This design comes from an exercise in tuning for a short achievable clock period and few clock cycles on the open sky130 flow, not from production work. In this exercise RTL edits were held to simulation tests only and were not proved equivalent to the original.

==> 12-03 <==
==> flow/design.v <==
`timescale 1ns / 1ps
module CPU(
    input Clock,
    input Reset,
    input [15:0] Mem_Data,
    input SerialValid,
    input [15:0] SerialDataIn,
    input [7:0] GamePad,
    output [15:0] Mem_Addr,
    output Mem_Write,
    output [15:0] Data_Out,
    output [15:0] VGA_Start,
    output [15:0] VGA_Row,
    output SerialSend,
    output SerialRead,
    output [15:0] SerialDataOut
    );
    reg        mop;           
    reg        mld;           
    reg [15:0] mrd_oh;        
    reg [15:0] maddr;         
    reg [15:0] mdata;         
    reg        mwe;           
    reg        irv;           
    reg [15:0] fpc;           
    reg        s_fpc, s_tgt, s_pc2, s_pc1, s_jrt;    
    reg [15:0] jrt;           
    reg [15:0] ir;
    reg [15:0] pc1, pc2, tgt;        
    reg [15:0] ra_oh;         
    reg [15:0] rb_oh;         
    reg [15:0] rd_oh;         
    reg [15:0] immv;          
    reg        p_wr, p_cmp, p_ld, p_st, p_jr, p_vgas, p_vgar, p_send, p_rdser;
    reg        a_add, a_sub, a_and, a_or, a_xor, a_not, a_lsh, a_rsh, a_alsh, a_arsh, a_mov, a_moviu;
    reg        fl, fz, fn;    
    reg        sr_q, ss_q;
    reg [15:0] sdo;
    reg [15:0] vgas, vgar;
    reg [7:0]  pad;
    reg [15:0] rf [0:15];
    reg [15:0] count, Time;
    reg        cv   [0:31];
    reg [10:0] ctag [0:31];
    reg [15:0] cdat [0:31];
    wire [15:0] faddr = ({16{s_fpc}} & fpc) | ({16{s_tgt}} & tgt) | ({16{s_jrt}} & jrt)
                      | ({16{s_pc2}} & pc2) | ({16{s_pc1}} & pc1);
    assign Mem_Addr = mop ? maddr : faddr;
    assign Mem_Write = mwe & Reset;
    assign Data_Out = mdata;
    assign VGA_Start = vgas;
    assign VGA_Row = vgar;
    assign SerialSend = ss_q & Reset;
    assign SerialRead = sr_q & Reset;
    assign SerialDataOut = sdo;
    wire [4:0]  cidx  = faddr[4:0];
    wire        chit  = cv[cidx] & (ctag[cidx] == faddr[15:5]);
    wire [15:0] cword = cdat[cidx];
    wire dep  = mld & |(mrd_oh & (ra_oh | rb_oh));    
    wire exec = irv & ~(mop & dep);
    reg [15:0] rfa, rfb;
    integer k;
    always @(*) begin
        rfa = 16'h0000;
        rfb = 16'h0000;
        for (k = 0; k < 16; k = k + 1) begin
            rfa = rfa | ({16{ra_oh[k]}} & rf[k]);
            rfb = rfb | ({16{rb_oh[k]}} & rf[k]);
        end
    end
    wire [15:0] opa = rfa | immv;
    wire [15:0] opb = rfb;
    wire [15:0] r_add = opa + opb;
    wire [15:0] r_sub = opb - opa;
    wire [15:0] result =
          ({16{a_add}}   & r_add)
        | ({16{a_sub}}   & r_sub)
        | ({16{a_and}}   & (opa & opb))
        | ({16{a_or}}    & (opa | opb))
        | ({16{a_xor}}   & (opa ^ opb))
        | ({16{a_not}}   & {15'b0, ~|opa})
        | ({16{a_lsh}}   & {opa[14:0], 1'b0})
        | ({16{a_rsh}}   & {1'b0, opa[15:1]})
        | ({16{a_alsh}}  & {opa[14:0], opa[0]})
        | ({16{a_arsh}}  & {opa[15], opa[15:1]})
        | ({16{a_mov}}   & opa)
        | ({16{a_moviu}} & {opa[15:8], opb[7:0]});
    wire c_l = opa > opb;
    wire c_z = opa == opb;
    wire c_n = $signed(opa) > $signed(opb);
    wire nf_l = exec ? (p_cmp & c_l) : fl;
    wire nf_z = exec ? (p_cmp & c_z) : fz;
    wire nf_n = exec ? (p_cmp & c_n) : fn;
    wire x_ldst = exec & (p_ld | p_st);
    wire x_nv   = exec & p_rdser & ~SerialValid;
    wire [15:0] wdata = p_rdser ? SerialDataIn : result;
    wire        wen_e = exec & (p_wr | (p_rdser & SerialValid));
    wire        wen_m = mop & mld;
    wire ir_free = ~irv | exec;
    wire got     = ~mop | chit;
    wire load_ir = ir_free & got;
    wire [15:0] ins = mop ? cword : Mem_Data;
    wire [3:0] op  = ins[15:12];
    wire [3:0] ext = ins[11:8];
    wire [7:0] imm = ins[11:4];
    wire d_alu   = op == 4'h0;
    wire d_cmp   = op == 4'h3;
    wire d_ld    = op == 4'h4 && ext == 4'h0;
    wire d_st    = op == 4'h4 && ext == 4'h1;
    wire d_addi  = op == 4'h5;
    wire d_addui = op == 4'h6;
    wire d_moviu = op == 4'h7;
    wire d_movi  = op == 4'h8;
    wire d_subi  = op == 4'h9;
    wire d_cmpi  = op == 4'hB;
    wire d_jr    = op == 4'hC && ext == 4'h0;
    wire d_spc   = op == 4'hC && ext == 4'h1;
    wire d_vgas  = op == 4'hD && ext == 4'h0;
    wire d_vgar  = op == 4'hD && ext == 4'h1;
    wire d_rdser = op == 4'hD && ext == 4'h2;
    wire d_send  = op == 4'hD && ext == 4'h3;
    wire d_pad   = op == 4'hD && ext == 4'h4;
    wire d_clk   = op == 4'hD && ext == 4'h5;
    wire d_regA = d_alu | d_cmp | d_ld | d_st | d_jr | d_vgas | d_vgar | d_send;
    wire d_regB = d_alu | d_cmp | d_st | d_addi | d_addui | d_moviu | d_subi | d_cmpi;
    wire [15:0] d_immv =
          (d_addi | d_subi | d_cmpi) ? {{8{imm[7]}}, imm}
        : (d_addui | d_movi)         ? {8'h00, imm}
        : d_moviu                    ? {imm, 8'h00}
        : d_spc                      ? faddr
        : d_pad                      ? {8'h00, pad}
        : d_clk                      ? Time
        :                              16'h0000;
    wire [15:0] oh_a = 16'h0001 << ins[7:4];
    wire [15:0] oh_b = 16'h0001 << ins[3:0];
    reg [15:0] rfj;
    always @(*) begin
        rfj = 16'h0000;
        for (k = 0; k < 16; k = k + 1)
            rfj = rfj | ({16{oh_a[k]}} & rf[k]);
    end
    wire [15:0] ir_ra_oh = 16'h0001 << ir[7:4];
    wire [15:0] jrt_new  = (wen_e & |(rd_oh & oh_a)) ? wdata
                         : (wen_m & |(mrd_oh & oh_a)) ? Mem_Data : rfj;
    wire [15:0] jrt_held = (wen_m & |(mrd_oh & ir_ra_oh)) ? Mem_Data : jrt;
    wire [3:0] j_op  = load_ir ? op  : ir[15:12];
    wire [3:0] j_ext = load_ir ? ext : ir[11:8];
    wire j_isj   = (j_op == 4'hA) && (j_ext <= 4'h5);
    wire j_isb   = (j_op == 4'h1) && (j_ext <= 4'h4);
    wire j_rdser = load_ir ? d_rdser : p_rdser;
    wire j_jr    = load_ir ? d_jr : p_jr;
    reg cond;
    always @(*) begin
        case (j_ext)
            4'h0: cond = nf_z | nf_n;
            4'h1: cond = nf_l | nf_z;
            4'h2: cond = nf_z;
            4'h3: cond = ~nf_z & ~nf_n;
            4'h4: cond = ~nf_l;
            default: cond = 1'b1;
        endcase
    end
    wire n_irv = ir_free ? (got & ~x_nv) : 1'b1;
    wire j_tk  = j_isj & cond;
    wire j_sk  = (j_isb & ~cond) | j_rdser;
    always @(posedge Clock, negedge Reset) begin
        if (~Reset) begin
            mop <= 1'b0;
            mld <= 1'b0;
            mwe <= 1'b0;
            irv <= 1'b0;
            fpc <= 16'h0000;
            s_fpc <= 1'b1; s_tgt <= 1'b0; s_pc2 <= 1'b0; s_pc1 <= 1'b0; s_jrt <= 1'b0;
            fl <= 1'b0; fz <= 1'b0; fn <= 1'b0;
            sr_q <= 1'b0;
            ss_q <= 1'b0;
            vgas <= 16'h0000;
            vgar <= 16'h0000;
        end else begin
            mop <= x_ldst;
            mld <= exec & p_ld;
            mwe <= exec & p_st;
            irv <= n_irv;
            if (x_nv) fpc <= pc1;
            else if (ir_free & ~got) fpc <= faddr;
            s_fpc <= ~n_irv;
            s_tgt <= n_irv & j_tk;
            s_pc2 <= n_irv & j_sk;
            s_jrt <= n_irv & j_jr;
            s_pc1 <= n_irv & ~j_jr & ~j_tk & ~j_sk;
            if (exec) begin
                fl <= p_cmp & c_l;
                fz <= p_cmp & c_z;
                fn <= p_cmp & c_n;
            end
            sr_q <= n_irv & j_rdser;
            ss_q <= exec & p_send;
            if (exec & p_vgas) vgas <= opa;
            if (exec & p_vgar) vgar <= opa;
        end
    end
    always @(posedge Clock) begin
        pad <= GamePad;
        sdo <= opa;
        if (exec) begin
            maddr <= opa;
            mdata <= opb;
            mrd_oh <= rd_oh;
        end
        jrt <= load_ir ? jrt_new : jrt_held;
        if (load_ir) begin
            ir <= ins;
            pc1 <= faddr + 16'h0001;
            pc2 <= faddr + 16'h0002;
            tgt <= faddr + {{8{ins[7]}}, ins[7:0]};
            ra_oh <= d_regA ? oh_a : 16'h0000;
            rb_oh <= d_regB ? oh_b : 16'h0000;
            rd_oh <= oh_b;
            immv <= d_immv;
            p_wr <= d_alu | d_addi | d_addui | d_moviu | d_movi | d_subi | d_spc | d_pad | d_clk;
            p_cmp <= d_cmp | d_cmpi;
            p_ld <= d_ld;
            p_st <= d_st;
            p_jr <= d_jr;
            p_vgas <= d_vgas;
            p_vgar <= d_vgar;
            p_send <= d_send;
            p_rdser <= d_rdser;
            a_and  <= d_alu & ext == 4'h1;
            a_or   <= d_alu & ext == 4'h2;
            a_xor  <= d_alu & ext == 4'h3;
            a_not  <= d_alu & ext == 4'h4;
            a_add  <= (d_alu & (ext == 4'h5 || ext == 4'h6)) | d_addi | d_addui;
            a_alsh <= d_alu & ext == 4'h7;
            a_arsh <= d_alu & ext == 4'h8;
            a_sub  <= (d_alu & ext == 4'h9) | d_subi;
            a_lsh  <= d_alu & ext == 4'hC;
            a_mov  <= (d_alu & ext == 4'hD) | d_movi | d_spc | d_pad | d_clk;
            a_rsh  <= d_alu & ext == 4'hE;
            a_moviu <= d_moviu;
        end
    end
    integer i;
    always @(posedge Clock, negedge Reset) begin
        if (~Reset) begin
            for (i = 0; i < 16; i = i + 1) rf[i] <= 16'h0000;
        end else begin
            for (i = 0; i < 16; i = i + 1)
                if (wen_e & rd_oh[i]) rf[i] <= wdata;
                else if (wen_m & mrd_oh[i]) rf[i] <= Mem_Data;
        end
    end
    wire [4:0] sidx = maddr[4:0];
    always @(posedge Clock, negedge Reset) begin
        if (~Reset) begin
            for (i = 0; i < 32; i = i + 1) cv[i] <= 1'b0;
        end else if (~mop) begin
            cv[cidx] <= 1'b1;
        end
    end
    always @(posedge Clock) begin
        if (~mop) begin
            ctag[cidx] <= faddr[15:5];
            cdat[cidx] <= Mem_Data;
        end else if (mwe & cv[sidx] & (ctag[sidx] == maddr[15:5])) begin
            cdat[sidx] <= mdata;
        end
    end
    always @(posedge Clock, negedge Reset) begin
        if (~Reset) begin
            Time <= 16'h0000;
            count <= 16'h0000;
        end else if (count > 16'h61a8) begin
            Time <= Time + 16'h0001;
            count <= 16'h0000;
        end else begin
            count <= count + 16'h0001;
        end
    end
endmodule
==> flow/run.sh <==
#!/bin/bash
# synth_recipe.tcl (not shown) runs the flow's synth.tcl, then flattens the netlist and writes it again
# the make line also repeats each setting of config.mk as NAME=value (left out here)
make -C /OpenROAD-flow-scripts/flow DESIGN_CONFIG=/design/flow/config.mk WORK_HOME=/design/flow/orfs CLKGATE_MAP_FILE= SYNTH_SCRIPT=/design/flow/synth_recipe.tcl finish
==> flow/config.mk <==
export PLATFORM = sky130hd
export DESIGN_NAME = CPU
export DESIGN_NICKNAME = CPU
export VERILOG_FILES = /design/flow/design.v
export SDC_FILE = /design/flow/constraint.sdc
export NUM_CORES = 4
export LEC_CHECK = 0
export CAP_MARGIN = 20
export CORE_MARGIN = 2
export CORE_UTILIZATION = 40
export PLACE_DENSITY = 0.6
export SLEW_MARGIN = 20
==> flow/constraint.sdc <==
create_clock -name core_clock -period 13.0 [get_ports {Clock}]
set_input_delay 2.6000 -clock core_clock [delete_from_list [all_inputs] [get_ports {Clock}]]
set_output_delay 2.6000 -clock core_clock [all_outputs]
set_load 0.01 [all_outputs]
==> 07-21 (differences from 12-03) <==
==> flow/flow/run.sh (new file) <==
#!/bin/bash
set -euo pipefail
bash standard.sh SETUP_SLACK_MARGIN=8 finish > make_finish.log 2>&1
==> flow/standard.sh (new file) <==
#!/bin/bash
# synth_recipe.tcl (not shown) runs the flow's synth.tcl, then flattens the netlist and writes it again
# the make line also repeats each setting of config.mk as NAME=value (left out here)
make -C /OpenROAD-flow-scripts/flow DESIGN_CONFIG=/design/flow/config.mk WORK_HOME=/design/flow/orfs CLKGATE_MAP_FILE= SYNTH_SCRIPT=/design/flow/synth_recipe.tcl "${@:-finish}"
removed: flow/run.sh
==> 09-14 (differences from 12-03) <==
==> flow/design.v, changed modules only <==
module CPU(
    input Clock,
    input Reset,
    input [15:0] Mem_Data,
    input SerialValid,
    input [15:0] SerialDataIn,
    input [7:0] GamePad,
    output [15:0] Mem_Addr,
    output Mem_Write,
    output [15:0] Data_Out,
    output [15:0] VGA_Start,
    output [15:0] VGA_Row,
    output SerialSend,
    output SerialRead,
    output [15:0] SerialDataOut
    );
    reg        mop;           
    reg        mld;           
    reg [15:0] mrd_oh;        
    reg [15:0] maddr;         
    reg [15:0] mdata;         
    reg        mwe;           
    reg        irv;           
    reg [15:0] fpc;           
    reg        s_mad, s_fpc, s_tgt, s_pc2, s_pc1, s_jrt;    
    reg [15:0] jrt;           
    reg [15:0] ir;
    reg [15:0] pc1, pc2, tgt;        
    reg [15:0] ra_oh;         
    reg [15:0] rb_oh;         
    reg [15:0] rd_oh;         
    reg [15:0] immv;          
    reg        p_wr, p_cmp, p_ld, p_st, p_jr, p_vgas, p_vgar, p_send, p_rdser;
    reg        a_add, a_sub, a_and, a_or, a_xor, a_not, a_lsh, a_rsh, a_alsh, a_arsh, a_mov, a_moviu;
    reg        fl, fz, fn;    
    reg        sr_q, ss_q;
    reg [15:0] sdo;
    reg [15:0] vgas, vgar;
    reg [7:0]  pad;
    reg [15:0] rf [0:15];
    reg [15:0] count, Time;
    wire [15:0] addr = ({16{s_mad}} & maddr) | ({16{s_fpc}} & fpc) | ({16{s_tgt}} & tgt) | ({16{s_jrt}} & jrt)
                     | ({16{s_pc2}} & pc2) | ({16{s_pc1}} & pc1);
    assign Mem_Addr = addr;
    assign Mem_Write = mwe & Reset;
    assign Data_Out = mdata;
    assign VGA_Start = vgas;
    assign VGA_Row = vgar;
    assign SerialSend = ss_q & Reset;
    assign SerialRead = sr_q & Reset;
    assign SerialDataOut = sdo;
    wire exec = irv & ~mop;
    reg [15:0] rfa, rfb;
    integer k;
    always @(*) begin
        rfa = 16'h0000;
        rfb = 16'h0000;
        for (k = 0; k < 16; k = k + 1) begin
            rfa = rfa | ({16{ra_oh[k]}} & rf[k]);
            rfb = rfb | ({16{rb_oh[k]}} & rf[k]);
        end
    end
    wire [15:0] opa = rfa | immv;
    wire [15:0] opb = rfb;
    wire [15:0] r_add = opa + opb;
    wire [15:0] r_sub = opb - opa;
    wire [15:0] result =
          ({16{a_add}}   & r_add)
        | ({16{a_sub}}   & r_sub)
        | ({16{a_and}}   & (opa & opb))
        | ({16{a_or}}    & (opa | opb))
        | ({16{a_xor}}   & (opa ^ opb))
        | ({16{a_not}}   & {15'b0, ~|opa})
        | ({16{a_lsh}}   & {opa[14:0], 1'b0})
        | ({16{a_rsh}}   & {1'b0, opa[15:1]})
        | ({16{a_alsh}}  & {opa[14:0], opa[0]})
        | ({16{a_arsh}}  & {opa[15], opa[15:1]})
        | ({16{a_mov}}   & opa)
        | ({16{a_moviu}} & {opa[15:8], opb[7:0]});
    wire c_l = opa > opb;
    wire c_z = opa == opb;
    wire c_n = $signed(opa) > $signed(opb);
    wire nf_l = exec ? (p_cmp & c_l) : fl;
    wire nf_z = exec ? (p_cmp & c_z) : fz;
    wire nf_n = exec ? (p_cmp & c_n) : fn;
    wire x_ldst = exec & (p_ld | p_st);
    wire x_sv   = exec & p_rdser & SerialValid;    
    wire [15:0] wdata = mop ? Mem_Data : (p_rdser ? SerialDataIn : result);
    wire        wen_m = mop & mld;
    wire        wen_e = exec & (p_wr | (p_rdser & SerialValid));
    wire [15:0] ins = Mem_Data;
    wire [3:0] op  = ins[15:12];
    wire [3:0] ext = ins[11:8];
    wire [7:0] imm = ins[11:4];
    wire d_alu   = op == 4'h0;
    wire d_cmp   = op == 4'h3;
    wire d_ld    = op == 4'h4 && ext == 4'h0;
    wire d_st    = op == 4'h4 && ext == 4'h1;
    wire d_addi  = op == 4'h5;
    wire d_addui = op == 4'h6;
    wire d_moviu = op == 4'h7;
    wire d_movi  = op == 4'h8;
    wire d_subi  = op == 4'h9;
    wire d_cmpi  = op == 4'hB;
    wire d_jr    = op == 4'hC && ext == 4'h0;
    wire d_spc   = op == 4'hC && ext == 4'h1;
    wire d_vgas  = op == 4'hD && ext == 4'h0;
    wire d_vgar  = op == 4'hD && ext == 4'h1;
    wire d_rdser = op == 4'hD && ext == 4'h2;
    wire d_send  = op == 4'hD && ext == 4'h3;
    wire d_pad   = op == 4'hD && ext == 4'h4;
    wire d_clk   = op == 4'hD && ext == 4'h5;
    wire d_immA = d_addi | d_addui | d_moviu | d_movi | d_subi | d_cmpi | d_spc | d_pad | d_clk;
    wire d_regA = d_alu | d_cmp | d_ld | d_st | d_jr | d_vgas | d_vgar | d_send;
    wire d_regB = d_alu | d_cmp | d_st | d_addi | d_addui | d_moviu | d_subi | d_cmpi;
    wire [15:0] d_immv =
          (d_addi | d_subi | d_cmpi) ? {{8{imm[7]}}, imm}
        : (d_addui | d_movi)         ? {8'h00, imm}
        : d_moviu                    ? {imm, 8'h00}
        : d_spc                      ? addr
        : d_pad                      ? {8'h00, pad}
        : d_clk                      ? Time
        :                              16'h0000;
    wire [15:0] oh_a = 16'h0001 << ins[7:4];
    wire [15:0] oh_b = 16'h0001 << ins[3:0];
    wire [3:0] j_op  = mop ? ir[15:12] : op;
    wire [3:0] j_ext = mop ? ir[11:8]  : ext;
    wire j_isj = (j_op == 4'hA) && (j_ext <= 4'h5);
    wire j_isb = (j_op == 4'h1) && (j_ext <= 4'h4);
    wire j_rdser = mop ? p_rdser : d_rdser;
    reg cond;
    always @(*) begin
        case (j_ext)
            4'h0: cond = nf_z | nf_n;
            4'h1: cond = nf_l | nf_z;
            4'h2: cond = nf_z;
            4'h3: cond = ~nf_z & ~nf_n;
            4'h4: cond = ~nf_l;
            default: cond = 1'b1;
        endcase
    end
    wire j_jr = mop ? p_jr : d_jr;
    reg [15:0] rfj;
    always @(*) begin
        rfj = 16'h0000;
        for (k = 0; k < 16; k = k + 1)
            rfj = rfj | ({16{oh_a[k]}} & rf[k]);
    end
    wire [15:0] ir_ra_oh = 16'h0001 << ir[7:4];
    wire [15:0] jrt_next = mop ? (((mld & |(mrd_oh & ir_ra_oh)) ? Mem_Data : jrt))
                               : ((wen_e & |(rd_oh & oh_a)) ? wdata : rfj);
    wire n_mop = x_ldst;
    wire n_fo_kill = x_sv;                     
    wire n_norm = ~n_mop & ~n_fo_kill;         
    always @(posedge Clock, negedge Reset) begin
        if (~Reset) begin
            mop <= 1'b0;
            mld <= 1'b0;
            mwe <= 1'b0;
            irv <= 1'b0;
            fpc <= 16'h0000;
            s_mad <= 1'b0; s_fpc <= 1'b1; s_tgt <= 1'b0; s_pc2 <= 1'b0; s_pc1 <= 1'b0; s_jrt <= 1'b0;
            fl <= 1'b0; fz <= 1'b0; fn <= 1'b0;
            sr_q <= 1'b0;
            ss_q <= 1'b0;
            vgas <= 16'h0000;
            vgar <= 16'h0000;
        end else begin
            mop <= n_mop;
            mld <= exec & p_ld;
            mwe <= exec & p_st;
            if (~mop) irv <= ~n_fo_kill;
            if (x_sv) fpc <= pc2;
            s_mad <= n_mop;
            s_fpc <= ~n_mop & n_fo_kill;
            s_tgt <= n_norm & j_isj & cond;
            s_pc2 <= n_norm & j_isb & ~cond;
            s_jrt <= n_norm & j_jr;
            s_pc1 <= n_norm & ~j_jr & ~(j_isj & cond) & ~(j_isb & ~cond);
            if (exec) begin
                fl <= p_cmp & c_l;
                fz <= p_cmp & c_z;
                fn <= p_cmp & c_n;
            end
            sr_q <= n_norm & j_rdser;
            ss_q <= exec & p_send;
            if (exec & p_vgas) vgas <= opa;
            if (exec & p_vgar) vgar <= opa;
        end
    end
    always @(posedge Clock) begin
        pad <= GamePad;
        sdo <= opa;
        maddr <= opa;
        mdata <= opb;
        mrd_oh <= rd_oh;
        jrt <= jrt_next;
        if (~mop) begin
            ir <= ins;
            pc1 <= addr + 16'h0001;
            pc2 <= addr + 16'h0002;
            tgt <= addr + {{8{ins[7]}}, ins[7:0]};
            ra_oh <= d_regA ? oh_a : 16'h0000;
            rb_oh <= d_regB ? oh_b : 16'h0000;
            rd_oh <= oh_b;
            immv <= d_immv;
            p_wr <= d_alu | d_addi | d_addui | d_moviu | d_movi | d_subi | d_spc | d_pad | d_clk;
            p_cmp <= d_cmp | d_cmpi;
            p_ld <= d_ld;
            p_st <= d_st;
            p_jr <= d_jr;
            p_vgas <= d_vgas;
            p_vgar <= d_vgar;
            p_send <= d_send;
            p_rdser <= d_rdser;
            a_and  <= d_alu & ext == 4'h1;
            a_or   <= d_alu & ext == 4'h2;
            a_xor  <= d_alu & ext == 4'h3;
            a_not  <= d_alu & ext == 4'h4;
            a_add  <= (d_alu & (ext == 4'h5 || ext == 4'h6)) | d_addi | d_addui;
            a_alsh <= d_alu & ext == 4'h7;
            a_arsh <= d_alu & ext == 4'h8;
            a_sub  <= (d_alu & ext == 4'h9) | d_subi;
            a_lsh  <= d_alu & ext == 4'hC;
            a_mov  <= (d_alu & ext == 4'hD) | d_movi | d_spc | d_pad | d_clk;
            a_rsh  <= d_alu & ext == 4'hE;
            a_moviu <= d_moviu;
        end
    end
    integer i;
    always @(posedge Clock, negedge Reset) begin
        if (~Reset) begin
            for (i = 0; i < 16; i = i + 1) rf[i] <= 16'h0000;
        end else begin
            for (i = 0; i < 16; i = i + 1)
                if ((wen_m & mrd_oh[i]) | (wen_e & rd_oh[i])) rf[i] <= wdata;
        end
    end
    always @(posedge Clock, negedge Reset) begin
        if (~Reset) begin
            Time <= 16'h0000;
            count <= 16'h0000;
        end else if (count > 16'h61a8) begin
            Time <= Time + 16'h0001;
            count <= 16'h0000;
        end else begin
            count <= count + 16'h0001;
        end
    end
endmodule
==> flow/flow/run.sh (new file) <==
#!/bin/bash
set -euo pipefail
bash standard.sh SETUP_SLACK_MARGIN=8 finish > make_finish.log 2>&1
==> flow/standard.sh (new file) <==
#!/bin/bash
# synth_recipe.tcl (not shown) runs the flow's synth.tcl, then flattens the netlist and writes it again
# the make line also repeats each setting of config.mk as NAME=value (left out here)
make -C /OpenROAD-flow-scripts/flow DESIGN_CONFIG=/design/flow/config.mk WORK_HOME=/design/flow/orfs CLKGATE_MAP_FILE= SYNTH_SCRIPT=/design/flow/synth_recipe.tcl "${@:-finish}"
removed: flow/run.sh
==> metrics.md <==
| Metric | Value |
|---|---|
| Proportion of synthesized area in mux cells | 2.78% |
| Final Util | 48.2% |
| Synth area leaders | dfrtp_1, edfxtp_1, a22oi_1, nor2_1, dfxtp_1 |
| Vias in the first global route | 27.4k |
| Largest net degree at the start of global routing | 77 |
| Kind of cell adding the most delay to the critical path | buffers and inverters |
| Outcome | complete, no violations |
(the above is from 09-14)
==> metrics.md <==
| Metric | Value |
|---|---|
| Kind of cell adding the most delay to the critical path | simple AND/OR/NAND/NOR gates |
| Proportion of synthesized area in mux cells | 10.1% |
| Outcome | complete, no violations |
| Largest net degree at the start of global routing | 166 |
| Final Util | 45.5% |
(the above is from 12-03)
==> metrics.md <==
| Metric | Value |
|---|---|
| Outcome | complete, no violations |
| Top reg by flops | cdat |
| Synth area leaders | edfxtp_1, dfrtp_1, nand2_1, mux2_2, mux4_2 |
| Initial antenna violation count | 11 |
| Final Util | roughly half |
| Worst path buffer plus inverter count | 5 |
| Kind of cell adding the most delay to the critical path | compound AO/OA/AOI/OAI gates |
| Proportion of synthesized area in mux cells | 10.1% |
| Vias in the first global route | about 55k |
(the above is from 07-21)
Testbench counts of 12-03, summed over its fixed seeds: cycles 70,277.
Testbench counts of 07-21, summed over its fixed seeds: cycles 70,277.
Testbench counts of 09-14, summed over its fixed seeds: cycles 73,441.

## re-timing with driven ports
The flow's constraints put no driver on any port. The routed layouts listed below were extracted and timed again, unchanged, in two steps.
Step 1: set_driving_cell puts a clkbuf_16 on Clock and a buf_2 on each other input, an assumption about the parent block.
Step 2 adds t to the input delays and takes it off the output delays; t is the mean of the earliest and latest rising clock arrival at the registers after step 1. Input paths then give back, and output paths get back, about the clock's delay inside the block.
Three values: ideal ports, drivers, drivers and shift; two values: the first two.
run	t (ns)	setup slack, ns	worst setup path after step 2	slew at the worst register clock pin (ns)	pins driven straight from the clock port
12-03	0.913	4.400 / 4.400 / 4.400	register to register	0.07 / 0.07	1
07-21	0.939	7.194 / 7.126 / 6.500	input to register	0.07 / 0.07	1
09-14	0.691	7.400 / 7.224 / 7.224	input to output	0.07 / 0.07	1
After both steps setup and hold are still met in every run listed. The setup slack of 07-21, which loses most, moves by -0.068 ns with the drivers and by -0.694 ns with both steps.
